Context: an optimization exercise on an open-source flow, tuned for small area. The choices shown serve that exercise and are no tape-out recipe.
Function was checked by simulation only, so behaviour that the tests miss may differ from the original.

==> flow/design.v (outline; a module is shown in full before it is edited, if it fits) <==
// module top: 58 lines
// module dly: 19 lines
// module tdl: 15 lines
// module fmul: 597 lines
// module gk_fast: 131 lines
// module gk_small: 137 lines
// module cu: 86 lines
// module padd: 35 lines
// module CORDIC_ARRAY: 48 lines
// module BACKSUB: 69 lines
// module rcp: 54 lines
module top (
  input         Clk,
  input         Reset,   
  input         InValid,
  input  [19:0] InData1,
  input  [19:0] InData2,
  input  [19:0] InData3,
  input  [19:0] InData4,
  output        OutValid,
  output [19:0] OutData1,
  output [19:0] OutData2,
  output [19:0] OutData3,
  output [19:0] OutData4
);
  // ...
==> flow/run.sh <==
#!/bin/bash
# synth_recipe.tcl (not shown) runs the flow's synth.tcl, then flattens the netlist and writes it again
# the make line also repeats each setting of config.mk as NAME=value (left out here)
make -C /OpenROAD-flow-scripts/flow DESIGN_CONFIG=/design/flow/config.mk WORK_HOME=/design/flow/orfs CLKGATE_MAP_FILE= SYNTH_SCRIPT=/design/flow/synth_recipe.tcl finish
==> flow/config.mk <==
export PLATFORM = sky130hd
export DESIGN_NAME = top
export DESIGN_NICKNAME = top
export VERILOG_FILES = /design/flow/design.v
export SDC_FILE = /design/flow/constraint.sdc
export NUM_CORES = 8
export LEC_CHECK = 0
export ABC_AREA = 1
export CAP_MARGIN = 20
export CORE_MARGIN = 2
export CORE_UTILIZATION = 40
export SLEW_MARGIN = 20
==> flow/constraint.sdc <==
create_clock -name core_clock -period 11.0 [get_ports {Clk}]
set_input_delay 2.2000 -clock core_clock [delete_from_list [all_inputs] [get_ports {Clk}]]
set_output_delay 2.2000 -clock core_clock [all_outputs]
set_load 0.01 [all_outputs]
==> summary.txt, run 1 <==
Hold path depth: 0
Final Core Density: 44.69%
Crit path launch: tl[40]
Largest net degree at the start of global routing: 54
Largest registers: bs.l1.r: 480 flops, bs.l2.r: 300 flops, arr.d_a4.s.r: 240 flops
CTS resizes: 15
Row Count: 326
Reg-to-Reg Start: tl[40]
Placed instance count: 51,750
Post-detail-place hpwl: 707,200 um
Reg2reg path depth: 43
DR vias: 260,800
CTS root buf: clkbuf_16
Full die area: 799,200 um^2
TritonCTS buffer count: 393
Cts hold-fix bufs: 0
# fillers: 78,530
Synth Area in Simple Gates: 18.28%
First-pass GRT wire length: 1,365,000 um
Non-clk bufs: 1,159
Cell Area, Placed: 334,800 um^2
Status: finished clean
CP top delay family: adder cells
Clock transition at path regs: 0.06 ns
Top class by area: multi-input combinational cells
Post-CTS Setup Inserts: 2
Highest net fanout along the worst path: 19
Met2 routed WL: 420,900 um
Post-synthesis cell type count: 86
Slew Limit Fails: 0
Slew @ Worst Pin: 1.044 ns
Avg Cell Area, Syn: 7.722 um^2
Multiplexer share of the synthesized area: 0.6097%
Final hold violation count: 0
Synth Register Bits: 3,538
Layout Cells excl Fill: 52,630
==> module cu, before the edit <==
module cu #(
  parameter [15:0] PR = 16'h8000,
  parameter NS = 2,
  parameter GS = 0               
) (
  input             Clk,
  input  [NS-1:0]   vs,
  input  [19:0]     xi,
  input  [19:0]     yi,
  output [19:0]     xo,
  output [19:0]     yo
);
  function integer nreg(input integer p);
    integer i;
    begin
      nreg = 0;
      for (i = 0; i < p; i = i + 1) if (PR[i]) nreg = nreg + 1;
    end
  endfunction
  wire [19:0] x [0:16];
  wire [19:0] y [0:16];
  wire [19:0] px [0:15];
  wire [19:0] py [0:15];
  assign x[0] = xi;
  assign y[0] = yi;
  wire v0 = vs[nreg(0)];
  wire [19:0] X = x[0];
  wire [19:0] Y = y[0];
  reg  r_mem, en0_mem, d0_mem;
  wire yz0   = (Y == 20'd0);
  wire ymin0 = Y[19] & (Y[18:0] == 19'd0);
  wire r     = v0 ? X[19] : r_mem;
  wire d0v   = X[19] ? (Y[19] & ~ymin0) : ~Y[19];    
  wire en0   = v0 | en0_mem;
  wire d0    = v0 ? d0v : d0_mem;
  always @(posedge Clk) if (v0) begin r_mem <= X[19]; en0_mem <= ~yz0; d0_mem <= d0v; end
  wire n1 = r ^ ~d0;                  
  wire n2 = r ^ d0;                   
  wire [19:0] ox = {20{en0}} & (Y ^ {20{n1}});
  wire [19:0] oy = {20{en0}} & (X ^ {20{n2}});
  assign px[0] = (X ^ {20{r}}) + ox + r + (en0 & n1);
  assign py[0] = ((Y ^ {20{r}}) + oy + r + (en0 & n2)) & {20{~(v0 & yz0)}};
  genvar p;
  generate for (p = 1; p <= 14; p = p + 1) begin : st
    localparam S = p;
    wire v = vs[nreg(p)];
    wire signed [19:0] xx = x[p];
    wire signed [19:0] yy = y[p];
    wire signed [19:0] xsh = xx >>> S;
    wire signed [19:0] ysh = yy >>> S;
    reg  en_mem, d_mem;
    wire yz  = (yy == 20'd0);
    wire en  = v | en_mem;
    wire d   = v ? ~yy[19] : d_mem;
    always @(posedge Clk) if (v) begin en_mem <= ~yz; d_mem <= ~yy[19]; end
    wire [19:0] opx = {20{en}} & (ysh ^ {20{~d}});
    wire [19:0] opy = {20{en}} & (xsh ^ {20{d}});
    wire [19:0] sx, sy;
    padd #(20) ax (xx, opx, en & ~d, sx);
    padd #(20) ay (yy, opy, en & d, sy);
    assign px[p] = sx;
    assign py[p] = sy & {20{~(v & yz)}};
  end endgenerate
  generate
    if (GS) begin : gs
      gk_small gx (x[15], px[15]);
      gk_small gy (y[15], py[15]);
    end else begin : gf
      gk_fast gx (x[15], px[15]);
      gk_fast gy (y[15], py[15]);
    end
  endgenerate
  generate for (p = 0; p <= 15; p = p + 1) begin : pr
    if (PR[p]) begin : r
      reg [19:0] rx, ry;
      always @(posedge Clk) begin rx <= px[p]; ry <= py[p]; end
      assign x[p+1] = rx;
      assign y[p+1] = ry;
    end else begin : w
      assign x[p+1] = px[p];
      assign y[p+1] = py[p];
    end
  end endgenerate
  assign xo = x[16];
  assign yo = y[16];
endmodule
==> run 2, diff against run 1 <==
--- a/flow/design.v
+++ b/flow/design.v
@@ -980,4 +980,7 @@
   wire [19:0] py [0:15];
+  wire fz [0:16];
+  wire pfz [0:15];
   assign x[0] = xi;
   assign y[0] = yi;
+  assign fz[0] = 1'b0;
   wire v0 = vs[nreg(0)];
@@ -998,3 +1001,4 @@
   assign px[0] = (X ^ {20{r}}) + ox + r + (en0 & n1);
-  assign py[0] = ((Y ^ {20{r}}) + oy + r + (en0 & n2)) & {20{~(v0 & yz0)}};
+  assign py[0] = (Y ^ {20{r}}) + oy + r + (en0 & n2);
+  assign pfz[0] = yz0;
   genvar p;
@@ -1009,5 +1013,6 @@
     wire yz  = (yy == 20'd0);
-    wire en  = v | en_mem;
+    wire en  = v ? ~fz[p] : en_mem;
     wire d   = v ? ~yy[19] : d_mem;
-    always @(posedge Clk) if (v) begin en_mem <= ~yz; d_mem <= ~yy[19]; end
+    always @(posedge Clk) if (v) begin en_mem <= ~(fz[p] | yz); d_mem <= ~yy[19]; end
+    assign pfz[p] = fz[p] | yz;
     wire [19:0] opx = {20{en}} & (ysh ^ {20{~d}});
@@ -1018,3 +1023,3 @@
     assign px[p] = sx;
-    assign py[p] = sy & {20{~(v & yz)}};
+    assign py[p] = sy;
   end endgenerate
@@ -1029,2 +1034,3 @@
   endgenerate
+  assign pfz[15] = fz[15];
   generate for (p = 0; p <= 15; p = p + 1) begin : pr
@@ -1032,5 +1038,7 @@
       reg [19:0] rx, ry;
-      always @(posedge Clk) begin rx <= px[p]; ry <= py[p]; end
+      reg        rz;
+      always @(posedge Clk) begin rx <= px[p]; ry <= py[p]; rz <= pfz[p]; end
       assign x[p+1] = rx;
       assign y[p+1] = ry;
+      assign fz[p+1] = rz;
     end else begin : w
@@ -1038,2 +1046,3 @@
       assign y[p+1] = py[p];
+      assign fz[p+1] = pfz[p];
     end
--- a/flow/config.mk
+++ b/flow/config.mk
@@ -11,2 +11,4 @@
 export CORE_UTILIZATION = 40
+export CTS_BUF_LIST = sky130_fd_sc_hd__clkbuf_4 sky130_fd_sc_hd__clkbuf_8
+export GPL_TIMING_DRIVEN = 0
 export SLEW_MARGIN = 20
==> run 2 against run 1 <==
Effect of this change: still clean; non-clock buffer count is 115 lower; worst hold slack better by 0.0087 ns; critical path depth stayed put; synthesized cell count is 5.6% lower; sequential share of layout area is 0.55 points higher; die area is 2.0% lower; first-iteration DRC count is 4.8% higher; core utilization hardly changed; critical endpoint unchanged; largest cell class unchanged.
==> summary.txt, run 2 <==
R2R Setup Slk: 0.34 ns
Largest Register: bs.l1.r
# port buffers: 163
Worst hold start: bs.u_rcp.sg[1].mid.r_quo[18]
CP Buf/Inv Count: 11
Most frequent CP cell: fa_1
Sequential area share after synthesis: 23.84%
Gate Count Post-Synth: 38,730
Cell Area, Placed: 325,100 um^2 (-2.9%)
Row Count: 323 (-0.92%)
Status: finished clean
Commonest cells after routing, fill and taps aside: nand2_1, inv_1, ha_1, dfxtp_1, o21ai_0
Initial antenna violation count: 18
Final Skew: 0.08458 ns
Hold Slack: 0.2488 ns
Highest net fanout along the worst path: 10 (-9)
Final hold violation count: 0 (unchanged)
Period minus WS final: 10.66 ns
H-tree levels: 6
R2r endpoint: bs.acc[15]
EDFF count, synth: 250
Most common cell after layout, fill and taps aside: nand2_1
Critical path depth: 43
Reg2reg path depth: 43 (unchanged)
Full die area: 783,600 um^2 (-2.0%)
Startpoint Class: flip-flop
Post-synthesis cell type count: 83 (-3.5%)
Initial drt markers: 15,170
Bufs on Longest Clock Path: 4
Data required time of the critical path: 12.09 ns
Commonest cells in the netlist: nand2_1, inv_1, ha_1, dfxtp_1, o21ai_0
Post-detail-place hpwl: 702,300 um (-0.70%)
Core Region: 773,900 um^2
Crit path kind: flip-flop to flip-flop
Slew @ Worst Pin: 1.249 ns (+0.2053 ns)
First-pass iteration count of the detailed router: 9
Drt drc: 0
Clk Latency, worst-skew pair: 1.28 ns
Most frequent cell after synthesis: nand2_1
Post-synth top area share: 21.06%
Avg Cell Area, Syn: 8.019 um^2 (+3.8%)
Crit path to: bs.acc[15]
Unrepaired setup endpoints after global routing: true
WL final: 849,000 um
Total track usage: 21.01%
Period utilization: 96.92%
Largest registers: bs.l1.r: 480 flops, bs.l2.r: 300 flops, arr.d_a4.s.r: 240 flops
Starting Density: 40.13%
CTS root buf: clkbuf_8
CTS tree: done
Async SR Flop Fraction: 1.291%
Reg-to-Reg Start: tl[41]
GRT overflow: 0
Avg WL per Cell: 16.81 um
Largest cells by area after synthesis: dfxtp_1, ha_1, fa_1, nand2_1, inv_1
CP top delay family: adder cells
Max reg flops: 480
Final setup viols: 0
TritonCTS buffer count: 617 (+57%)
Ports: 164
Area Growth Syn to Fin: 11.43%
Vias in the first global route: 254,100
Slew Limit Fails: 0 (unchanged)
Yosys warnings: 21
Die Height: 885.2 um
Die Width: 885.2 um
Via density: 5.025
Post-route setup TNS: 0 ns
Largest net degree at the start of global routing: 25 (-54%)
Crit path arrival time: 11.75 ns
Post-synth top area cell: dfxtp_1
Max Fclk: 0.09379 GHz
CP peak stage delay: 0.58 ns
Hold WC Path Type: flip-flop to flip-flop
Ys flop type: dfxtp_1
Post-route cell area: 346,100 um^2
Crit end category: flip-flop
Synth Register Bits: 3,563 (+0.71%)
First-pass GRT wire length: 1,349,000 um (-1.2%)
Synth Cell Area: 310,600 um^2
TritonCTS Sinks: 3,563
Fin nets: 45,930
GPL Wtd Cong: 0.9277
Crit path launch: tl[41]
Maxcap violations: 0
Clock transition at path regs: 0.07 ns (about the same)
Share of cells above drive strength 1: 7.908%
Detail Route Antenna Nets: 0
Syn_nets: 44,900
Slowest cell on crit path: clkbuf_1
DR vias: 253,800 (-2.7%)
Rel. slew slack: 16.71%
-- run 2: changes by cell type after synthesis, moves of 141 or more --
| cell | before | now |
|---|---|---|
| nor2_1 | 2406 | 1293 |
| nand2_1 | 7699 | 7123 |
| inv_1 | 7499 | 6927 |
| xor2_1 | 1492 | 2015 |
| or2_2 | 459 | 155 |
| nand3_1 | 1720 | 1442 |
| a21oi_1 | 2384 | 2118 |
| o21ai_0 | 2439 | 2596 |
| o21ai_1 | 206 | 361 |
| mux2i_1 | 193 | 52 |
-- run 2: final cells by class --
class / count / area, um^2
Antenna cell: 17 / 42.54
Buffer: 615 / 3518
Clock buffer: 868 / 11110
Clock inverter: 240 / 3171
Fill cell: 76290 / 427800
Inverter: 7100 / 26820
Multi-Input combinational cell: 27430 / 210800
Sequential cell: 3563 / 74140
Tap cell: 10240 / 12810
Timing Repair Buffer: 429 / 3706
-- run 2: worst register-to-register path, delay by kind of cell, from the launching register on --
| kind | cells | cell delay [ns] |
|---|---|---|
| flip-flops | 1 | 0.34 |
| adder cells (fa/ha/maj) | 8 | 3.40 |
| XOR/XNOR | 2 | 0.45 |
| AND/OR/NAND/NOR | 11 | 1.35 |
| AO/OA/AOI/OAI | 11 | 2.24 |
| buffers and inverters | 11 | 2.66 |
-- run 2: kinds of logic after synthesis --
kind of cell / synth area share [%]
XOR/XNOR: 9.058
buffers and inverters: 9.501
flip-flops: 23.84
multiplexers: 0.1676
AND/OR/NAND/NOR: 15.25
adder cells (fa/ha/maj): 29.51
AO/OA/AOI/OAI: 12.67
-- run 2: stage by stage --
| stage | utilization [%] | cells | worst slack [ns] |
|---|---|---|---|
| finish | 44.72 | 50500 | 0.3384 |
| global route | 44.72 | 50490 | -0.1292 |
| CTS | 44.06 | 50260 | 0.0002061 |
| detailed placement | 42.01 | 49130 | -2.525 |
| global placement | 42.00 | 49130 | -2.676 |
| floorplan | - | 38730 | 1.092 |
-- run 2: worst min path at each step --
stage                                   endpoint  slack, ns  cells past startpoint
floorplan                     arr.d_a3.s.r[1][0]       0.31                      0
global placement                    bs.l2.r[138]       0.31                      0
detailed placement            arr.d_a4.s.r[6][3]       0.31                      0
CTS                 bs.u_rcp.sg[2].mid.r_quo[18]       0.24                      0
global route                         bs.l1.r[16]       0.24                      0
finish              bs.u_rcp.sg[2].mid.r_quo[18]       0.25                      0
-- run 2: metal layers --
| metal | track usage, % | vias to the layer above | share of wire, % |
|---|---|---|---|
| met1 | 27.30 | 119500 | 45 |
| met5 | 0 | - | 0.0054 |
| met2 | 36.79 | 5344 | 48 |
| li1 | - | 127600 | - |
| met4 | 6.023 | 6 | 3.1 |
| met3 | 2.385 | 1384 | 4.6 |
-- run 2: repair_timing --
action	4_1_cts	5_1_grt
pin swaps	24	172
endpoints found under the setup margin	608	789
resized for setup	519	1260
hold buffers	0	0
buffers inserted	36	229
==> run 3, diff against run 2 <==
--- a/flow/config.mk
+++ b/flow/config.mk
@@ -11,4 +11,2 @@
 export CORE_UTILIZATION = 40
-export CTS_BUF_LIST = sky130_fd_sc_hd__clkbuf_4 sky130_fd_sc_hd__clkbuf_8
-export GPL_TIMING_DRIVEN = 0
 export SLEW_MARGIN = 20
==> run 3 against run 2 <==
Effect of this change: still clean on timing, DRC and antenna; non-clock buffer count shrank 247; via count fell by 1.3%; register-to-register slack better by 0.28 ns; clock-buffer cell count down 362; global-route usage shrank 0.37 points; sequential share of layout area grew 0.17 points; flip-flop and latch count stayed put; cell count is 1.2% lower.
==> summary.txt, run 3 <==
Status: finished clean
Row Count: 323 (unchanged)
Maxcap violations: 0 (unchanged)
Synth Cell Area: 310,600 um^2 (unchanged)
Crit end category: flip-flop
Cts hold-fix bufs: 0 (unchanged)
Slowest cell on crit path: inv_1
Final WS setup: 0.6150 ns (+0.2766 ns)
Via density: 5.023 (about the same)
Post-synthesis cell type count: 83 (unchanged)
Slew @ Worst Pin: 1.057 ns (-0.1927 ns)
Rel. slew slack: 29.39% (+13 points)
Final Core Density: 44.34% (-0.39 points)
CP peak stage delay: 0.76 ns (+0.18 ns)
Pre-CTS setup slack: -0.8248 ns (+1.700 ns)
Fin nets: 45,460 (-1.0%)
Crit path kind: flip-flop to flip-flop
EDFF count, synth: 250 (unchanged)
Clock transition at path regs: 0.06 ns (about the same)
CP top delay family: adder cells
Share of cells above drive strength 1: 5.865% (-2.0 points)
Crit path arrival time: 11.21 ns (-0.54 ns)
Seq. cell area: 74,080 um^2 (about the same)
Gate Count Post-Synth: 38,730 (unchanged)
Bufs on Longest Clock Path: 4 (unchanged)
Synth Register Bits: 3,563 (unchanged)
Final setup viols: 0 (unchanged)
Commonest cells in the netlist: nand2_1, inv_1, ha_1, dfxtp_1, o21ai_0
# fillers: 76,510 (+0.29%)
Avg Cell Area, Syn: 8.019 um^2 (unchanged)
Post-detail-place hpwl: 691,300 um (-1.6%)
Most frequent CP cell: inv_1
Largest registers: bs.l1.r: 480 flops, bs.l2.r: 300 flops, arr.d_a4.s.r: 240 flops
Max Fclk: 0.09629 GHz (+2.7%)
Commonest cells after routing, fill and taps aside: nand2_1, inv_1, ha_1, dfxtp_1, o21ai_0
Die Width: 885.2 um (unchanged)
Core Region: 773,900 um^2 (unchanged)
Die Height: 885.2 um (unchanged)
Most common cell after layout, fill and taps aside: nand2_1
Final Skew: 0.1497 ns (+0.06515 ns)
# port buffers: 163 (unchanged)
Largest Register: bs.l1.r
Max reg flops: 480 (unchanged)
First-pass GRT wire length: 1,332,000 um (-1.3%)
Detail Route Antenna Nets: 0 (unchanged)
Avg WL per Cell: 16.63 um (-1.1%)
Initial drt markers: 14,930 (-1.6%)
Vias in the first global route: 250,800 (-1.3%)
GPL Wtd Cong: 0.9161 (-1.3%)
Final hold violation count: 0 (unchanged)
CTS root buf: clkbuf_16
Ports: 164 (unchanged)
Drt drc: 0 (unchanged)
First-pass iteration count of the detailed router: 6 (-3)
Period utilization: 94.41% (-2.5 points)
Largest cells by area after synthesis: dfxtp_1, ha_1, fa_1, nand2_1, inv_1
Post-synth top area share: 21.06% (unchanged)
CP Buf/Inv Count: 10 (-1)
TritonCTS buffer count: 401 (-35%)
Syn_nets: 44,900 (unchanged)
Startpoint Class: flip-flop
Largest net degree at the start of global routing: 42 (+68%)
Area Growth Syn to Fin: 10.47%
Async SR Flop Fraction: 1.291% (unchanged)
Period minus WS final: 10.39 ns (-0.2766 ns)
Multi-input logic area: 208,500 um^2 (-1.1%)
Most frequent cell after synthesis: nand2_1
Initial antenna violation count: 15 (-3)
Clk Latency, worst-skew pair: 1.08 ns (-0.20 ns)
Yosys warnings: 21 (unchanged)
Total track usage: 20.65% (-0.37 points)
Ys flop type: dfxtp_1
Sequential area share after synthesis: 23.84% (unchanged)
Starting Density: 40.13% (unchanged)
DR vias: 250,600 (-1.3%)
Highest net fanout along the worst path: 20 (+10)
WL final: 829,700 um (-2.3%)
TritonCTS Sinks: 3,563 (unchanged)
H-tree levels: 5 (-1)
Full die area: 783,600 um^2 (unchanged)
Data required time of the critical path: 11.82 ns (-0.27 ns)
Slew Limit Fails: 0 (unchanged)
Post-synth top area cell: dfxtp_1
CTS tree: done
Hold WC Path Type: flip-flop to flip-flop
GRT overflow: 0 (unchanged)
Hold Slack: 0.2618 ns (+0.01302 ns)
## run 3: cell counts after synthesis
No cell type changed its count.
## run 3: logic make-up after synthesis
| group | share of synthesized area (%) |
|---|---|
| buffers and inverters | 9.501 |
| and+or+nand+nor | 15.25 |
| muxes | 0.1676 |
| AOI/OAI and AO/OA | 12.67 |
| adders and majority gates | 29.51 |
| DFF | 23.84 |
| xor gates and xnor gates | 9.058 |
## run 3: cell type report
type | count | share of cell area (%)
clock buffer | 506 | 3.269
antenna | 6 | 0.004376
inverter | 7100 | 7.789
multi-input combinational | 27440 | 60.77
tap | 10240 | 3.733
timing repair buffer | 797 | 1.916
clock inverter | 243 | 0.9317
sequential | 3563 | 21.59
## run 3: final timing paths
check | start | end | slack [ns] | cells after the start
min reg2reg | bs.l1.r[380] | bs.l1.r[400] | 0.26 | 0
max reg2reg | tl[42] | bs.tr[15] | 0.61 | 44
min | bs.l1.r[380] | bs.l1.r[400] | 0.26 | 0
max in group asynchronous | Reset | tl[21] | 8.81 | 2
min in group asynchronous | Reset | tl[45] | 1.11 | 1
max | tl[42] | bs.tr[15] | 0.61 | 44
## run 3: repair_timing
item	in CTS	in global routing
cloned	0	2
setup endpoints to repair	30	549
resized for setup	12	450
pin swaps	1	44
buffers inserted	1	108
## run 3: worst reg2reg max path: cells and delay by family, from the launching register on
family,cells,cell delay (ns)
fa+ha+maj,8,3.38
compound gates,11,2.00
buf+inv,10,1.99
simple gates,12,1.74
xor+xnor,3,0.55
flops,1,0.54
## run 3: through the flow
step / setup TNS, ns / instance area (um^2) / std cells
after CTS: 0 / 340800 / 49770
after global placement: -9.336 / 326400 / 49020
after global routing: -0.3960 / 343100 / 49880
final: 0 / 343100 / 49890
after floorplan: 0 / 310600 / 38730
after detailed placement: -12.74 / 326400 / 49020
## run 3: routing by layer
layer  GRT usage (%)  up-vias  wire [um]
li1                -   126500          -
met1           26.88   117700     370500
met2           36.59     5058     400300
met3           1.747     1339      32350
met4           5.805        2      26420
met5               0        -         12
==> module top, before the edit <==
module top (
  input         Clk,
  input         Reset,   
  input         InValid,
  input  [19:0] InData1,
  input  [19:0] InData2,
  input  [19:0] InData3,
  input  [19:0] InData4,
  output        OutValid,
  output [19:0] OutData1,
  output [19:0] OutData2,
  output [19:0] OutData3,
  output [19:0] OutData4
);
  localparam [15:0] PR1 = 16'b1010010010010010;
  localparam [15:0] PR2 = 16'b1100100100100100;
  localparam [15:0] PR3 = 16'b1100100100100100;
  localparam [15:0] PR4 = 16'b1100100100100100;
  localparam [15:0] PR5 = 16'b1100100100100100;
  localparam [15:0] PR6 = 16'b1100100100100100;
  localparam D = 5;
  function integer pc(input [15:0] v);
    integer i;
    begin
      pc = 0;
      for (i = 0; i < 16; i = i + 1) if (v[i]) pc = pc + 1;
    end
  endfunction
  localparam T1 = pc(PR1);
  localparam T2 = T1 + pc(PR2);
  localparam T3 = T2 + pc(PR3);
  localparam T4 = T2 + pc(PR4);
  localparam IN5 = (T3 > T4) ? T3 : T4;
  localparam T5 = IN5 + pc(PR5);
  localparam T6 = T5 + pc(PR6);
  localparam TL = T6 + 3 + D + 8;
  reg          inv_q;
  reg [TL-1:1] tl;
  wire [TL-1:0] vt = {tl, InValid & ~inv_q};
  always @(posedge Clk or negedge Reset) begin
    if (!Reset) begin
      inv_q <= 1'b0;
      tl    <= 0;
    end else begin
      inv_q <= InValid;
      tl    <= vt[TL-2:0];
    end
  end
  wire [19:0] r1, r2, r3, r4;
  CORDIC_ARRAY #(.PR1(PR1), .PR2(PR2), .PR3(PR3), .PR4(PR4), .PR5(PR5), .PR6(PR6), .TL(TL)) arr (
    .Clk(Clk), .vt(vt),
    .a1(InData1), .a2(InData2), .a3(InData3), .a4(InData4),
    .r1(r1), .r2(r2), .r3(r3), .r4(r4));
  BACKSUB #(.T3(T3), .T5(T5), .T6(T6), .D(D), .TL(TL)) bs (
    .Clk(Clk), .vt(vt), .r1(r1), .r2(r2), .r3(r3), .r4(r4),
    .OutValid(OutValid), .OutData1(OutData1), .OutData2(OutData2),
    .OutData3(OutData3), .OutData4(OutData4));
endmodule
==> module BACKSUB, before the edit <==
module BACKSUB #(
  parameter T3 = 0, T5 = 0, T6 = 0, D = 4, TL = 64
) (
  input           Clk,
  input  [TL-1:0] vt,
  input  [19:0]   r1, r2, r3, r4,
  output          OutValid,
  output [19:0]   OutData1, OutData2, OutData3, OutData4
);
  localparam TA = T6 + 3 + D;           
  localparam N1 = TA + 5 - (T3 + 1);    
  localparam N2 = TA + 3 - (T5 + 2);    
  localparam N3 = TA + 1 - (T6 + 3);    
  wire [20*N1-1:0] d1;
  wire [20*N2-1:0] d2;
  wire [20*N3-1:0] d3;
  tdl #(20, N1) l1 (Clk, r1, d1);
  tdl #(20, N2) l2 (Clk, r2, d2);
  tdl #(20, N3) l3 (Clk, r3, d3);
  wire [19:0] R11 = d1[20*((T6+9)-(T3))-1 -: 20];
  wire [19:0] R12 = d1[20*((TA+5)-(T3+1))-1 -: 20];
  wire [19:0] R13 = d1[20*((TA+4)-(T3+2))-1 -: 20];
  wire [19:0] R14 = d1[20*((TA+2)-(T3+3))-1 -: 20];
  wire [19:0] z1  = d1[20*((TA+2)-(T3+4))-1 -: 20];
  wire [19:0] R22 = d2[20*((T6+7)-(T5+1))-1 -: 20];
  wire [19:0] R23 = d2[20*((TA+3)-(T5+2))-1 -: 20];
  wire [19:0] R24 = d2[20*((TA+3)-(T5+3))-1 -: 20];
  wire [19:0] z2  = d2[20*((TA+3)-(T5+4))-1 -: 20];
  wire [19:0] R33 = d3[20*((T6+5)-(T6+2))-1 -: 20];
  wire [19:0] R34 = d3[20*((TA+1)-(T6+3))-1 -: 20];
  wire [19:0] z3  = d3[20*((TA+1)-(T6+4))-1 -: 20];
  reg  [19:0] z4;
  always @(posedge Clk) if (vt[T6+4]) z4 <= r4;    
  wire s_r44 = vt[T6+3], s_r33 = vt[T6+5], s_r22 = vt[T6+7];
  wire [19:0] rin = s_r44 ? r4 : s_r33 ? R33 : s_r22 ? R22 : R11;
  wire [19:0] rout;
  rcp #(D) u_rcp (.Clk(Clk), .in(rin), .out(rout));
  wire t0 = vt[TA], t1 = vt[TA+1], t2 = vt[TA+2], t3 = vt[TA+3];
  wire t4 = vt[TA+4], t5 = vt[TA+5], t6 = vt[TA+6];
  reg [19:0] x4r, x3r, x2r, x1r, x4o, tr, acc;
  wire [19:0] ma1 = t3 ? x4r : rout;
  wire [19:0] ma2 = t0 ? z4 : t3 ? R24 : (t2 | t4) ? tr : acc;
  wire [19:0] mb1 = (t1 | t2) ? x4r : (t3 | t4) ? x3r : x2r;
  wire [19:0] mb2 = t1 ? R34 : t2 ? R14 : t3 ? R23 : t4 ? R13 : R12;
  wire [19:0] pa, pb;
  fmul ua (.a(ma1), .b(ma2), .p(pa));
  fmul ub (.a(mb1), .b(mb2), .p(pb));
  wire [19:0] base = t1 ? z3 : t2 ? z1 : t3 ? z2 : acc;
  wire [19:0] npa = ~(t3 ? pa : 20'd0);
  wire [19:0] npb = ~pb;
  wire [19:0] cs_s = base ^ npa ^ npb;
  wire [19:0] cs_c = (base & npa) | (base & npb) | (npa & npb);
  wire [19:0] sub;
  padd #(20) u_sub (cs_s, {cs_c[18:0], 1'b1}, 1'b1, sub);
  always @(posedge Clk) begin
    if (t0) x4r <= pa;
    if (t2) x3r <= pa;
    if (t4) x2r <= pa;
    if (t6) x1r <= pa;
    if (t5) x4o <= x4r;
    if (t1 | t3) tr <= sub;
    if (t2 | t4 | t5) acc <= sub;
  end
  assign OutValid = vt[TA+7];
  assign OutData1 = x1r;
  assign OutData2 = x2r;
  assign OutData3 = x3r;
  assign OutData4 = x4o;
endmodule
==> run 4, diff against run 3 <==
--- a/flow/design.v
+++ b/flow/design.v
@@ -35,3 +35,3 @@
   localparam T6 = T5 + pc(PR6);
-  localparam TL = T6 + 3 + D + 8;
+  localparam TL = T6 + 3 + D + 7;
   reg          inv_q;
@@ -1174,3 +1174,3 @@
   wire t4 = vt[TA+4], t5 = vt[TA+5], t6 = vt[TA+6];
-  reg [19:0] x4r, x3r, x2r, x1r, x4o, tr, acc;
+  reg [19:0] x4r, x3r, x2r, x4o, tr, acc;
   wire [19:0] ma1 = t3 ? x4r : rout;
@@ -1193,3 +1193,2 @@
     if (t4) x2r <= pa;
-    if (t6) x1r <= pa;
     if (t5) x4o <= x4r;
@@ -1198,4 +1197,4 @@
   end
-  assign OutValid = vt[TA+7];
-  assign OutData1 = x1r;
+  assign OutValid = t6;
+  assign OutData1 = pa;
   assign OutData2 = x2r;
--- a/flow/config.mk
+++ b/flow/config.mk
@@ -11,2 +11,5 @@
 export CORE_UTILIZATION = 40
+export CTS_CLUSTER_DIAMETER = 120
+export CTS_CLUSTER_SIZE = 22
+export GPL_TIMING_DRIVEN = 0
 export SLEW_MARGIN = 20
==> run 4 against run 3 <==
Effect of this change: non-clock buffer count increased by 294; still clean on timing, DRC and antenna; worst setup slack lost 0.48 ns; cell area shrank 1.2%; via count is 0.18% higher; critical endpoint is now OutData1[12].
==> summary.txt, run 4 <==
Status: finished clean
Hold WC Path Type: flip-flop to flip-flop
Bufs on Longest Clock Path: 4 (unchanged)
Slew @ Worst Pin: 1.073 ns (+0.01660 ns)
CTS root buf: clkbuf_16
Crit end category: output port
CP top delay family: adder cells
Slowest cell on crit path: fa_1
Startpoint Class: flip-flop
# port buffers: 162 (-0.61%)
GPL Wtd Cong: 0.9429 (+2.9%)
EDFF count, synth: 230 (-8.0%)
Largest registers: bs.l1.r: 480 flops, bs.l2.r: 300 flops, arr.d_a4.s.r: 240 flops
TritonCTS buffer count: 209 (-48%)
Initial drt markers: 15,040 (+0.74%)
Die Width: 883.8 um (-0.16%)
Clock transition at path regs: 0.09 ns (+0.03 ns)
Final Skew: 0.1312 ns (-0.01851 ns)
CP peak stage delay: 0.56 ns (-0.20 ns)
Final Core Density: 43.86% (-0.48 points)
Starting Density: 40.07% (-0.062 points)
Core Region: 772,700 um^2 (-0.16%)
First-pass GRT wire length: 1,329,000 um (-0.20%)
Drt drc: 0 (unchanged)
Worst hold start: arr.d_y4.s.r[1][5]
Sequential area share after synthesis: 23.72% (-0.13 points)
GRT overflow: 0 (unchanged)
Largest Register: bs.l1.r
Hold path depth: 0 (unchanged)
Detail Route Antenna Nets: 0 (unchanged)
Most frequent CP cell: fa_1
Total track usage: 20.72% (+0.077 points)
CP Buf/Inv Count: 10 (unchanged)
TritonCTS Sinks: 3,542 (-0.59%)
Period minus WS final: 10.86 ns (+0.4777 ns)
Area Growth Syn to Fin: 9.453%
Crit path arrival time: 8.66 ns (-2.55 ns)
Share of cells above drive strength 1: 6.484% (+0.62 points)
Final hold violation count: 0 (unchanged)
Avg Cell Area, Syn: 8.008 um^2 (-0.15%)
Placed instance count: 49,070 (+0.10%)
Ports: 164 (unchanged)
Post-detail-place hpwl: 700,100 um (+1.3%)
Layout Cells excl Fill: 49,700 (-0.38%)
Async SR Flop Fraction: 1.270% (-0.021 points)
Reg-to-Reg Start: tl[40]
Most frequent cell after synthesis: nand2_1
Via density: 5.052 (+0.57%)
Avg WL per Cell: 16.83 um (+1.2%)
Multi-input logic area: 211,400 um^2 (+1.4%)
Largest net degree at the start of global routing: 29 (-31%)
Max Fclk: 0.09206 GHz (-4.4%)
Rel. slew slack: 28.45% (-0.94 points)
Maxcap violations: 0 (unchanged)
Initial antenna violation count: 20 (+5)
Unrepaired setup endpoints after global routing: true
WL final: 836,200 um (+0.79%)
Clk Latency, worst-skew pair: 1.06 ns (-0.02 ns)
R2r endpoint: bs.tr[19]
Max reg flops: 480 (unchanged)
Yosys warnings: 21 (unchanged)
Synth Cell Area: 309,600 um^2 (-0.31%)
Commonest cells after routing, fill and taps aside: nand2_1, inv_1, ha_1, dfxtp_1, o21ai_0
H-tree levels: 4 (-1)
Fin nets: 45,510 (+0.095%)
R2R Setup Slk: 0.29 ns (-0.32 ns)
Gate Count Post-Synth: 38,670 (-0.17%)
Data required time of the critical path: 8.80 ns (-3.02 ns)
Ys flop type: dfxtp_1
Post-synth top area share: 21.12% (+0.066 points)
Vias in the first global route: 248,500 (-0.92%)
Reg2reg path depth: 41 (-6.8%)
Full die area: 781,200 um^2 (-0.31%)
Crit path kind: flip-flop to output port
# fillers: 76,540 (+0.043%)
Seq. cell area: 73,520 um^2 (-0.75%)
First-pass iteration count of the detailed router: 6 (unchanged)
Row Count: 323 (unchanged)
Hold worst-path end: arr.d_y4.s.r[2][5]
Post-synthesis cell type count: 85 (+2.4%)
Final setup viols: 0 (unchanged)
CTS tree: done
Die Height: 883.8 um (-0.16%)
Commonest cells in the netlist: nand2_1, inv_1, ha_1, dfxtp_1, o21ai_0
DR vias: 251,100 (+0.18%)
Syn_nets: 44,840 (-0.14%)
Post-synth top area cell: dfxtp_1
Most common cell after layout, fill and taps aside: nand2_1
Highest net fanout along the worst path: 10 (-50%)
Period utilization: 98.75% (+4.3 points)
Post-route setup TNS: 0 ns (unchanged)
Synth Register Bits: 3,542 (-0.59%)
Slew Limit Fails: 0 (unchanged)
Largest cells by area after synthesis: dfxtp_1, ha_1, fa_1, nand2_1, inv_1
==> run 4: cell type report <==
cell class | count | share of cell area, %
Sequential cell | 3542 | 21.69
Inverter | 7078 | 7.891
Timing Repair Buffer | 477 | 1.198
Multi-Input combinational cell | 27420 | 62.38
Tap cell | 10240 | 3.779
Clock inverter | 67 | 0.2920
Clock buffer | 252 | 1.618
Buffer | 614 | 1.134
Antenna cell | 9 | 0.006645
Timing Repair inverter | 1 | 0.001477
==> run 4: cell families after synthesis <==
| family | after synthesis | share of synthesized area [%] |
|---|---|---|
| mux | 60 | 0.1940 |
| xor+xnor | 3176 | 8.993 |
| flops | 3542 | 23.72 |
| simple gates | 11200 | 15.30 |
| fa+ha+maj | 6083 | 29.60 |
| compound gates | 6900 | 12.68 |
| buf+inv | 7709 | 9.511 |
==> run 4: worst max path at each step <==
stage | from | endpoint | slack [ns] | depth (start not counted)
finish | tl[41] | OutData1[12] | 0.14 | 31
global route | arr.u5.pr[15].r.ry[1] | arr.u6.pr[2].r.rx[19] | -0.12 | 71
CTS | arr.u5.pr[15].r.ry[1] | arr.u6.pr[2].r.rx[15] | 0.0008 | 69
detailed placement | tl[19] | arr.u5.pr[2].r.rx[15] | -2.21 | 69
global placement | tl[40] | bs.acc[19] | -2.73 | 39
floorplan | arr.u3.pr[15].r.ry[1] | arr.u5.pr[2].r.rx[15] | 1.09 | 74
==> run 4: layer usage <==
layer,GRT usage [%],vias up,part of all wire [%]
met5,0,-,0.0014
met4,6.764,2,3.8
met3,1.770,1227,4.2
met2,36.49,5278,48
met1,26.81,118300,44
li1,-,126300,-
==> run 4: what timing repair did <==
| action | CTS | global route |
|---|---|---|
| pin swaps | 43 | 243 |
| gates resized for setup | 738 | 1410 |
| buffers inserted | 59 | 253 |
| endpoints found under the hold margin | 0 | 0 |
| gates cloned | 0 | 1 |
| setup endpoints to repair | 726 | 790 |
| hold buffers | 0 | 0 |
==> run 4: metrics by stage <==
step / hold WS [ns] / setup WS, ns / area, um^2
after detailed placement: 0.3121 / -2.215 / 324100
final: 0.2507 / 0.1373 / 338900
after global routing: 0.2542 / -0.1226 / 338900
after CTS: 0.2407 / 0.0008251 / 333300
after floorplan: 0.3096 / 1.092 / 309600
after global placement: 0.3096 / -2.725 / 324100
==> run 5, diff against run 4 <==
--- a/flow/config.mk
+++ b/flow/config.mk
@@ -13,3 +13,2 @@
 export CTS_CLUSTER_SIZE = 22
-export GPL_TIMING_DRIVEN = 0
 export SLEW_MARGIN = 20
==> run 5 against run 4 <==
Effect of this change: worst hold slack improved by 0.021 ns; cell count decreased by 0.48%; clock skew decreased by 0.023 ns; critical path depth decreased by 5; clock-buffer cell count increased by 11; routed wire length decreased by 0.76%; global-route usage decreased by 0.095 points; worst setup slack improved by 0.27 ns; non-clock buffer count decreased by 257.
==> summary.txt, run 5 <==
Status: finished clean
CP peak stage delay: 0.62 ns (+0.06 ns)
Post-synth top area share: 21.12% (unchanged)
Sequential area share after synthesis: 23.72% (unchanged)
Die Width: 883.8 um (unchanged)
Largest Register: bs.l1.r
Synth Cell Area: 309,600 um^2 (unchanged)
Final Core Density: 43.37% (-0.49 points)
Post-synthesis compound-gate area fraction: 12.68% (unchanged)
Data required time of the critical path: 8.80 ns (about the same)
GPL Wtd Cong: 0.9285 (-1.5%)
Final setup viols: 0 (unchanged)
Post-synth top area cell: dfxtp_1
Full die area: 781,200 um^2 (unchanged)
TritonCTS Sinks: 3,542 (unchanged)
Period utilization: 96.29% (-2.5 points)
Startpoint Class: flip-flop
Crit end category: output port
Vias in the first global route: 247,500 (-0.43%)
First-pass iteration count of the detailed router: 9 (+3)
First-pass GRT wire length: 1,324,000 um (-0.36%)
Most frequent CP cell: fa_1
Post-synthesis cell type count: 85 (unchanged)
Largest family of logic cells by synthesized area: adder cells
Async SR Flop Fraction: 1.270% (unchanged)
Pre-CTS setup slack: -0.9493 ns (+1.265 ns)
Final Skew: 0.1084 ns (-0.02279 ns)
Max reg flops: 480 (unchanged)
Avg Cell Area, Syn: 8.008 um^2 (unchanged)
Highest net fanout along the worst path: 34 (+24)
Post-detail-place hpwl: 696,100 um (-0.57%)
Area Growth Syn to Fin: 8.232%
Largest net degree at the start of global routing: 54 (+86%)
Rel. slew slack: 20.05% (-8.4 points)
Final hold violation count: 0 (unchanged)
Initial drt markers: 14,830 (-1.4%)
Share of cells above drive strength 1: 5.080% (-1.4 points)
Slowest cell on crit path: dfrtp_4
Starting Density: 40.07% (unchanged)
Maxcap violations: 0 (unchanged)
EDFF count, synth: 230 (unchanged)
WL final: 829,900 um (-0.76%)
Commonest cells in the netlist: nand2_1, inv_1, ha_1, dfxtp_1, o21ai_0
Synth Register Bits: 3,542 (unchanged)
Most frequent cell after synthesis: nand2_1
Avg WL per Cell: 16.78 um (-0.28%)
Core Region: 772,700 um^2 (unchanged)
Clock transition at path regs: 0.09 ns (about the same)
Slew @ Worst Pin: 1.191 ns (+0.1180 ns)
Gate Count Post-Synth: 38,670 (unchanged)
Most common cell after layout, fill and taps aside: nand2_1
Commonest cells after routing, fill and taps aside: nand2_1, inv_1, ha_1, dfxtp_1, o21ai_0
TritonCTS buffer count: 214 (+2.4%)
Max Fclk: 0.09441 GHz (+2.6%)
# fillers: 76,820 (+0.37%)
Largest registers: bs.l1.r: 480 flops, bs.l2.r: 300 flops, arr.d_a4.s.r: 240 flops
Via density: 5.025 (-0.54%)
Largest cells by area after synthesis: dfxtp_1, ha_1, fa_1, nand2_1, inv_1
Hold WC Path Type: flip-flop to flip-flop
Drt drc: 0 (unchanged)
Bufs on Longest Clock Path: 4 (unchanged)
Row Count: 323 (unchanged)
R2R Setup Slk: 0.61 ns (+0.32 ns)
Detail Route Antenna Nets: 0 (unchanged)
CTS tree: done
CTS root buf: clkbuf_16
DR vias: 248,500 (-1.0%)
# port buffers: 163 (+0.62%)
Final WS setup: 0.4078 ns (+0.2705 ns)
Hold Slack: 0.2718 ns (+0.02107 ns)
Crit path arrival time: 8.39 ns (-0.27 ns)
Total track usage: 20.63% (-0.095 points)
Slew Limit Fails: 0 (unchanged)
Ys flop type: dfxtp_1
Ports: 164 (unchanged)
Period minus WS final: 10.59 ns (-0.2705 ns)
Synth Area in Simple Gates: 15.30% (unchanged)
Unrepaired setup endpoints after global routing: true
Crit path kind: flip-flop to output port
Fin nets: 45,260 (-0.54%)
Syn_nets: 44,840 (unchanged)
GRT overflow: 0 (unchanged)
Clk Latency, worst-skew pair: 1.09 ns (+0.03 ns)
Initial antenna violation count: 15 (-25%)
Die Height: 883.8 um (unchanged)
Yosys warnings: 21 (unchanged)
Xor and xnor fraction of the mapped netlist area: 8.993% (unchanged)
Adder-cell share of the synthesized area: 29.60% (unchanged)
Multiplexer share of the synthesized area: 0.1940% (unchanged)
H-tree levels: 4 (unchanged)
-- run 5: kinds of logic (layout without fill, tap and decap cells) --
kind of cell / Yosys count / after routing
xor+xnor: 3176 / 3176
fa+ha+maj: 6083 / 6083
buf+inv: 7709 / 8250
mux: 60 / 60
compound gates: 6900 / 6901
simple gates: 11200 / 11200
other cells: 0 / 6
flops: 3542 / 3542
-- run 5: layout make-up --
cell class	instances	area, um^2	area share (%)
clock inverter	72	1060	0.3162
tap	10240	12810	3.822
clock buffer	263	5624	1.678
sequential	3542	73450	21.92
timing repair buffer	834	6917	2.064
inverter	7078	26690	7.965
multi-input combinational	27420	208500	62.23
antenna	6	15.01	0.004480
timing repair inverter	3	20.02	0.005973
-- run 5: routing by layer --
layer,share of wire (%),vias up,GRT usage [%]
li1,-,125700,-
met1,44,116800,26.57
met2,49,4834,37.18
met3,3.9,1178,1.633
met4,3.1,2,5.416
met5,0.0016,-,0
-- run 5: repair_timing --
action / CTS / global route
setup buffers: 6 / 111
pin swaps: 0 / 47
setup endpoints to repair: 59 / 595
hold buffers: 0 / 0
cloned: 1 / 4
gates resized for setup: 56 / 572
-- run 5: stage by stage --
stage	std cells	cell area, um^2	setup TNS, ns
after detailed placement	48990	325600	-26.36
final	49460	335100	0
after CTS	49330	332500	0
after floorplan	38670	309600	0
after global placement	48990	325600	-18.72
after global routing	49450	335100	-1.071
-- run 5: final timing paths --
check	from	cells past startpoint	end
max	tl[41]	26	OutData1[17]
min	bs.l2.r[188]	0	bs.l2.r[208]
max reg2reg	tl[40]	43	bs.tr[15]
min reg2reg	bs.l2.r[188]	0	bs.l2.r[208]
max in group asynchronous	Reset	3	tl[22]
min in group asynchronous	Reset	1	tl[12]
-- run 5: critical path: cells and delay by family (launching register included) --
family	cells	cell delay, ns
buf+inv	8	1.73
compound gates	4	0.83
fa+ha+maj	7	3.05
flops	1	0.62
xor+xnor	1	0.23
simple gates	6	0.79
==> run 6, diff against run 5 <==
--- a/flow/config.mk
+++ b/flow/config.mk
@@ -10,3 +10,3 @@
 export CORE_MARGIN = 2
-export CORE_UTILIZATION = 40
+export CORE_UTILIZATION = 55
 export CTS_CLUSTER_DIAMETER = 120
==> run 6 against run 5 <==
Effect of this change: cell count shrank 5.6%; register-to-register slack worse by 0.10 ns; clock-buffer cell count is 2 lower; still clean on timing, DRC and antenna; sequential share of layout area rose by 0.26 points; via count rose by 0.28%; fmax decreased by 1.8%.
==> summary.txt, run 6 <==
Status: finished clean
Ys flop type: dfxtp_1
Via density: 5.340 (+6.3%)
Synth Register Bits: 3,542 (unchanged)
Largest net degree at the start of global routing: 45 (-17%)
Slowest cell on crit path: xnor2_1
Highest net fanout along the worst path: 14 (-59%)
Post-detail-place hpwl: 712,400 um (+2.3%)
CTS root buf: clkbuf_16
Maxcap violations: 0 (unchanged)
Placed instance count: 46,230 (-5.6%)
Hold worst-path end: bs.l1.r[463]
Avg WL per Cell: 18.11 um (+7.9%)
Drt drc: 0 (unchanged)
Initial antenna violation count: 13 (-2)
Gate Count Post-Synth: 38,670 (unchanged)
Initial drt markers: 16,080 (+8.4%)
Total track usage: 29.17% (+8.5 points)
Pre-CTS setup slack: -0.7981 ns (+0.1513 ns)
Commonest cells after routing, fill and taps aside: nand2_1, inv_1, ha_1, dfxtp_1, o21ai_0
GRT overflow: 0 (unchanged)
First-pass iteration count of the detailed router: 9 (unchanged)
Cts hold-fix bufs: 0 (unchanged)
Fin nets: 45,240 (-0.046%)
Area Growth Syn to Fin: 6.969%
Final setup viols: 0 (unchanged)
Async SR Flop Fraction: 1.270% (unchanged)
Final Skew: 0.09788 ns (-0.01055 ns)
Post-synth top area cell: dfxtp_1
Starting Density: 55.21% (+15 points)
Layout Cells excl Fill: 46,660 (-5.6%)
Largest cells by area after synthesis: dfxtp_1, ha_1, fa_1, nand2_1, inv_1
Cell breakdown of the critical path: clkinv_2 -> buf_4 -> nand2_1 -> nand2_1 -> clkinv_1 -> buf_4 -> o22ai_1 -> xor2_1 -> fa_1 -> inv_1 -> fa_1 -> fa_1 -> fa_1 -> ha_1 -> a21oi_1 -> o21ai_2 -> nand2_1 -> and2_1 -> inv_1 -> a21oi_1 -> nand2_1 -> a21oi_1 -> xnor2_1 -> clkdlybuf4s50_1
Most frequent cell after synthesis: nand2_1
Data required time of the critical path: 8.80 ns (about the same)
Slew Limit Fails: 0 (unchanged)
Worst hold start: bs.l1.r[443]
CTS tree: done
R2r endpoint: bs.acc[15]
Ports: 164 (unchanged)
TritonCTS buffer count: 203 (-5.1%)
Max Fclk: 0.09270 GHz (-1.8%)
Hold path depth: 0 (unchanged)
Hold WC Path Type: flip-flop to flip-flop
Share of cells above drive strength 1: 5.048% (-0.032 points)
Post-synthesis cell type count: 85 (unchanged)
Die Height: 754.3 um (-15%)
Startpoint Class: flip-flop
Post-synth top area share: 21.12% (unchanged)
Full die area: 569,000 um^2 (-27%)
Core Region: 560,900 um^2 (-27%)
Synth Cell Area: 309,600 um^2 (unchanged)
Slew @ Worst Pin: 0.9995 ns (-0.1917 ns)
R2R Setup Slk: 0.51 ns (-0.10 ns)
Clk Latency, worst-skew pair: 1.06 ns (-0.03 ns)
Crit path arrival time: 8.59 ns (+0.20 ns)
Die Width: 754.3 um (-15%)
H-tree levels: 4 (unchanged)
Bufs on Longest Clock Path: 4 (unchanged)
Period utilization: 98.07% (+1.8 points)
Max reg flops: 480 (unchanged)
Unrepaired setup endpoints after global routing: true
GPL Wtd Cong: 0.9429 (+1.6%)
TritonCTS Sinks: 3,542 (unchanged)
# port buffers: 163 (unchanged)
DR vias: 249,200 (+0.28%)
Final Core Density: 59.06% (+16 points)
Avg Cell Area, Syn: 8.008 um^2 (unchanged)
Period minus WS final: 10.79 ns (+0.1953 ns)
Final hold violation count: 0 (unchanged)
First-pass GRT wire length: 1,340,000 um (+1.2%)
Vias in the first global route: 245,700 (-0.72%)
WL final: 844,900 um (+1.8%)
Most common cell after layout, fill and taps aside: nand2_1
Syn_nets: 44,840 (unchanged)
Detail Route Antenna Nets: 0 (unchanged)
Sequential area share after synthesis: 23.72% (unchanged)
Crit path kind: flip-flop to output port
CP peak stage delay: 0.71 ns (+0.09 ns)
Commonest cells in the netlist: nand2_1, inv_1, ha_1, dfxtp_1, o21ai_0
EDFF count, synth: 230 (unchanged)
Yosys warnings: 21 (unchanged)
Rel. slew slack: 32.52% (+12 points)
Final WS setup: 0.2124 ns (-0.1953 ns)
Largest Register: bs.l1.r
Crit end category: output port
Clock transition at path regs: 0.10 ns (about the same)
Reg2reg path depth: 48 (+12%)
Largest registers: bs.l1.r: 480 flops, bs.l2.r: 300 flops, arr.d_a4.s.r: 240 flops
Reg-to-Reg Start: tl[42]
Row Count: 275 (-15%)
-- run 6: cell types whose count changed in the layout (fill, tap and decap cells not counted), moves of 7 or more --
| cell | delta |
|---|---|
| o21ai_0 | +9 |
| dfrtp_1 | -8 |
| o21ai_1 | -7 |
| inv_12 | -9 |
| buf_4 | -11 |
| nor2_2 | +16 |
| dfrtp_2 | +9 |
| nor2_4 | -7 |
| clkbuf_16 | -9 |
| clkinvlp_4 | -9 |
-- run 6: metal layers --
metal / track usage (%) / share of wire (%) / vias up
met5: 0 / 0.00083 / -
li1: - / - / 125700
met3: 2.075 / 3.8 / 1297
met2: 51.68 / 49 / 5260
met4: 10.38 / 4.2 / 2
met1: 37.42 / 43 / 117000
-- run 6: area by class of cell --
cell class	instances	area [um^2]
repair buffers	822	6807
fillers	51600	229600
repair inverters	2	15.01
multi-input cells	27420	208700
clock inverters	52	790.8
well taps	7479	9358
diodes	4	10.01
flip-flops and latches	3542	73460
clock buffers	261	5454
inverters	7078	26670
-- run 6: critical path, delay by kind of cell, from the launching register on --
family	cells	cell delay, ns
buffers and inverters	7	2.16
XOR/XNOR	2	0.83
flip-flops	1	0.59
AND/OR/NAND/NOR	5	0.84
adder cells (fa/ha/maj)	5	2.38
AO/OA/AOI/OAI	5	0.69
-- run 6: timing repair --
action / in CTS / in global routing
cloned: 1 / 6
setup buffers: 9 / 96
setup endpoints to repair: 48 / 626
pin swaps: 2 / 48
resized for setup: 39 / 582
-- run 6: metrics by stage --
stage / hold slack, ns / setup TNS (ns) / instance area [um^2]
3_3_place_gp: 0.3095 / -11.23 / 322100
4_1_cts: 0.2737 / 0 / 328600
3_5_place_dp: 0.3121 / -14.45 / 322100
5_1_grt: 0.2927 / -0.8004 / 331200
6_report: 0.2655 / 0 / 331200
2_1_floorplan: 0.3096 / 0 / 309600
-- run 6: worst max-delay path by stage --
stage                                     start                           to  cells after the start  slack (ns)
finish                                   tl[41]                 OutData1[14]                     24        0.21
global route              arr.u3.pr[15].r.ry[0]        arr.u5.pr[2].r.ry[15]                     74       -0.11
CTS                                      tl[23]       arr.u5.pr[14].r.ry[15]                     66        0.03
detailed placement  bs.u_rcp.sg[2].mid.r_dvs[2]  bs.u_rcp.sg[3].mid.r_rem[8]                     62       -0.80
global placement    bs.u_rcp.sg[2].mid.r_dvs[2]  bs.u_rcp.sg[3].mid.r_rem[6]                     62       -0.64
floorplan                 arr.u3.pr[15].r.ry[1]        arr.u5.pr[2].r.rx[15]                     74        1.09
-- run 6: kinds of logic after synthesis --
family,Yosys count,share of synthesized area (%)
buf+inv,7709,9.511
fa+ha+maj,6083,29.60
compound gates,6900,12.68
mux,60,0.1940
flops,3542,23.72
simple gates,11200,15.30
xor+xnor,3176,8.993
==> run 7, diff against run 6 <==
--- a/flow/config.mk
+++ b/flow/config.mk
@@ -13,2 +13,3 @@
 export CTS_CLUSTER_SIZE = 22
+export PLACE_DENSITY = 0.72
 export SLEW_MARGIN = 20
==> run 7 against run 6 <==
Effect of this change: first-iteration DRC count is 6.0% higher; largest cell class unchanged; critical endpoint is now OutData1[18]; still clean on timing, DRC and antenna; clock-buffer cell count down 9; worst hold slack lost 0.0090 ns; fmax is 0.56% higher.
==> summary.txt, run 7 <==
Status: finished clean
Worst hold start: arr.u3.pr[15].r.rx[17]
Avg Cell Area, Syn: 8.008 um^2 (unchanged)
GPL Wtd Cong: 0.9598 (+1.8%)
Die Height: 754.3 um (unchanged)
Initial antenna violation count: 11 (-2)
First-pass iteration count of the detailed router: 6 (-3)
Largest cells by area after synthesis: dfxtp_1, ha_1, fa_1, nand2_1, inv_1
Seq. cell area: 73,460 um^2 (unchanged)
Period utilization: 97.52% (-0.55 points)
Max reg flops: 480 (unchanged)
Core Region: 560,900 um^2 (unchanged)
EDFF count, synth: 230 (unchanged)
Post-synthesis cell type count: 85 (unchanged)
Pre-CTS setup slack: -0.4283 ns (+0.3697 ns)
R2r endpoint: bs.acc[15]
Post-route setup TNS: 0 ns (unchanged)
Avg WL per Cell: 17.30 um (-4.4%)
Hold worst-path end: bs.l1.r[17]
Hold path depth: 0 (unchanged)
TritonCTS buffer count: 204 (+0.49%)
Clk Latency, worst-skew pair: 1.07 ns (about the same)
Clock transition at path regs: 0.09 ns (about the same)
Most common cell after layout, fill and taps aside: nand2_1
CP peak stage delay: 0.56 ns (-0.15 ns)
Synth Register Bits: 3,542 (unchanged)
Crit path kind: flip-flop to output port
Initial drt markers: 17,040 (+6.0%)
Multi-input logic area: 208,500 um^2 (about the same)
Reg-to-Reg Start: tl[42]
# fillers: 50,790 (-1.6%)
Commonest cells after routing, fill and taps aside: nand2_1, inv_1, ha_1, dfxtp_1, o21ai_0
Hold WC Path Type: flip-flop to flip-flop
Total track usage: 27.68% (-1.5 points)
Yosys warnings: 21 (unchanged)
CTS root buf: clkbuf_16
WL final: 806,600 um (-4.5%)
Area Growth Syn to Fin: 6.789%
Slowest cell on crit path: dfrtp_2
CP top delay family: adder cells
Drt drc: 0 (unchanged)
Startpoint Class: flip-flop
Largest Register: bs.l1.r
Max Fclk: 0.09322 GHz (+0.56%)
Bufs on Longest Clock Path: 4 (unchanged)
CTS tree: done
Cts hold-fix bufs: 0 (unchanged)
Largest registers: bs.l1.r: 480 flops, bs.l2.r: 300 flops, arr.d_a4.s.r: 240 flops
Starting Density: 55.21% (unchanged)
Commonest cells in the netlist: nand2_1, inv_1, ha_1, dfxtp_1, o21ai_0
Syn_nets: 44,840 (unchanged)
Ports: 164 (unchanged)
Sequential area share after synthesis: 23.72% (unchanged)
Full die area: 569,000 um^2 (unchanged)
Via density: 5.391 (+0.94%)
Die Width: 754.3 um (unchanged)
Rel. slew slack: 31.30% (-1.2 points)
TritonCTS Sinks: 3,542 (unchanged)
Async SR Flop Fraction: 1.270% (unchanged)
Vias in the first global route: 248,300 (+1.1%)
Crit path arrival time: 8.53 ns (-0.06 ns)
Share of cells above drive strength 1: 4.879% (-0.17 points)
Final WS setup: 0.2724 ns (+0.06001 ns)
Fin nets: 45,190 (-0.10%)
Most frequent cell after synthesis: nand2_1
Row Count: 275 (unchanged)
Largest net degree at the start of global routing: 78 (+73%)
Slew @ Worst Pin: 1.020 ns (+0.02018 ns)
Reg2reg path depth: 44 (-8.3%)
CP Buf/Inv Count: 7 (unchanged)
# port buffers: 163 (unchanged)
Crit end category: output port
Data required time of the critical path: 8.80 ns (about the same)
Final hold violation count: 0 (unchanged)
Post-detail-place hpwl: 671,200 um (-5.8%)
Final Skew: 0.1189 ns (+0.02105 ns)
Synth Cell Area: 309,600 um^2 (unchanged)
Period minus WS final: 10.73 ns (-0.06001 ns)
Gate Count Post-Synth: 38,670 (unchanged)
GRT overflow: 0 (unchanged)
First-pass GRT wire length: 1,292,000 um (-3.6%)
DR vias: 251,300 (+0.84%)
Critical path depth: 28 (+17%)
Post-synth top area share: 21.12% (unchanged)
Highest net fanout along the worst path: 28 (+14)
Detail Route Antenna Nets: 0 (unchanged)
Maxcap violations: 0 (unchanged)
Final setup viols: 0 (unchanged)
Post-synth top area cell: dfxtp_1
Ys flop type: dfxtp_1
Slew Limit Fails: 0 (unchanged)
R2R Setup Slk: 0.67 ns (+0.16 ns)
H-tree levels: 4 (unchanged)
-- run 7: cell counts after synthesis --
Identical to the previous run, type by type.
-- run 7: area by class of cell --
class,instances,area share (%)
antenna,7,0.005297
timing repair buffer,776,1.937
multi-input combinational,27420,63.05
timing repair inverter,3,0.006811
clock buffer,252,1.630
inverter,7078,8.068
clock inverter,55,0.2596
tap,7479,2.830
sequential,3542,22.21
-- run 7: logic make-up after synthesis --
logic type / synth area share (%)
multiplexers: 0.1940
AO/OA/AOI/OAI: 12.68
buffers and inverters: 9.511
AND/OR/NAND/NOR: 15.30
adder cells (fa/ha/maj): 29.60
XOR/XNOR: 8.993
flip-flops: 23.72
-- run 7: stage by stage --
stage	instance area (um^2)	util (%)	hold slack (ns)	instances
final	330700	58.96	0.2565	46610
after global routing	330700	58.96	0.2303	46610
after CTS	327900	58.46	0.2398	46460
after detailed placement	321400	57.31	0.3121	46150
after global placement	321400	57.31	0.3095	46150
after floorplan	309600	-	0.3096	38670
-- run 7: worst max-delay path by stage --
stage,start,endpoint
after floorplan,arr.u3.pr[15].r.ry[1],arr.u5.pr[2].r.rx[15]
after global placement,bs.u_rcp.sg[1].mid.r_dvs[2],bs.u_rcp.sg[2].mid.r_rem[16]
after detailed placement,tl[30],arr.u6.pr[14].r.rx[15]
after CTS,bs.u_rcp.sg[1].mid.r_dvs[2],bs.u_rcp.sg[2].mid.r_rem[16]
after global routing,tl[30],arr.u6.pr[14].r.ry[15]
final,tl[38],OutData1[18]
-- run 7: timing repair --
action | 4_1_cts | 5_1_grt
resized for setup | 33 | 562
cloned | 0 | 6
setup endpoints to repair | 58 | 628
setup buffers | 4 | 136
pin swaps | 1 | 51
-- run 7: metal layers --
layer | wire length [um] | vias up | global-route usage (%)
met5 | 13 | - | 0
met3 | 36340 | 1548 | 2.355
met1 | 341300 | 118100 | 34.68
li1 | - | 125600 | -
met4 | 32520 | 2 | 9.603
met2 | 396500 | 6021 | 49.85

==> re-timing with driven ports <==
How much do the figures lean on ideal ports? The routed layouts below were timed once more, with nothing changed but the port constraints. Step 1 (the two cells are an assumption about what drives the block):
set clk [get_ports {Clk}]
set_driving_cell -lib_cell sky130_fd_sc_hd__clkbuf_16 $clk
set_driving_cell -lib_cell sky130_fd_sc_hd__buf_2 [delete_from_list [all_inputs] $clk]
Step 2 times the ports against the registers' clock, not the clock port: input delays grow and output delays shrink by t, the midpoint of the rising clock arrivals with the driver on. Three values: no drivers, after step 1, after step 2; two values: the first two.
run | t (ns) | setup WS [ns] | worst setup path at the end
run 1 | 1.175 | 0.662 / 0.662 / 0.132 | input to register
run 2 | 1.374 | 0.338 / 0.338 / -0.490 | input to register
run 3 | 1.140 | 0.615 / 0.615 / 0.240 | input to register
run 4 | 1.129 | 0.137 / 0.001 / 0.056 | input to register
run 5 | 1.153 | 0.408 / 0.266 / 0.276 | input to register
run 6 | 1.118 | 0.212 / 0.087 / 0.164 | input to register
run 7 | 1.116 | 0.272 / 0.149 / 0.244 | input to register
Met with ideal ports but missed after step 2: setup timing in run 2. For run 2, which loses most, drivers alone change the setup slack by 0.000 ns; drivers and shift together by -0.828 ns.
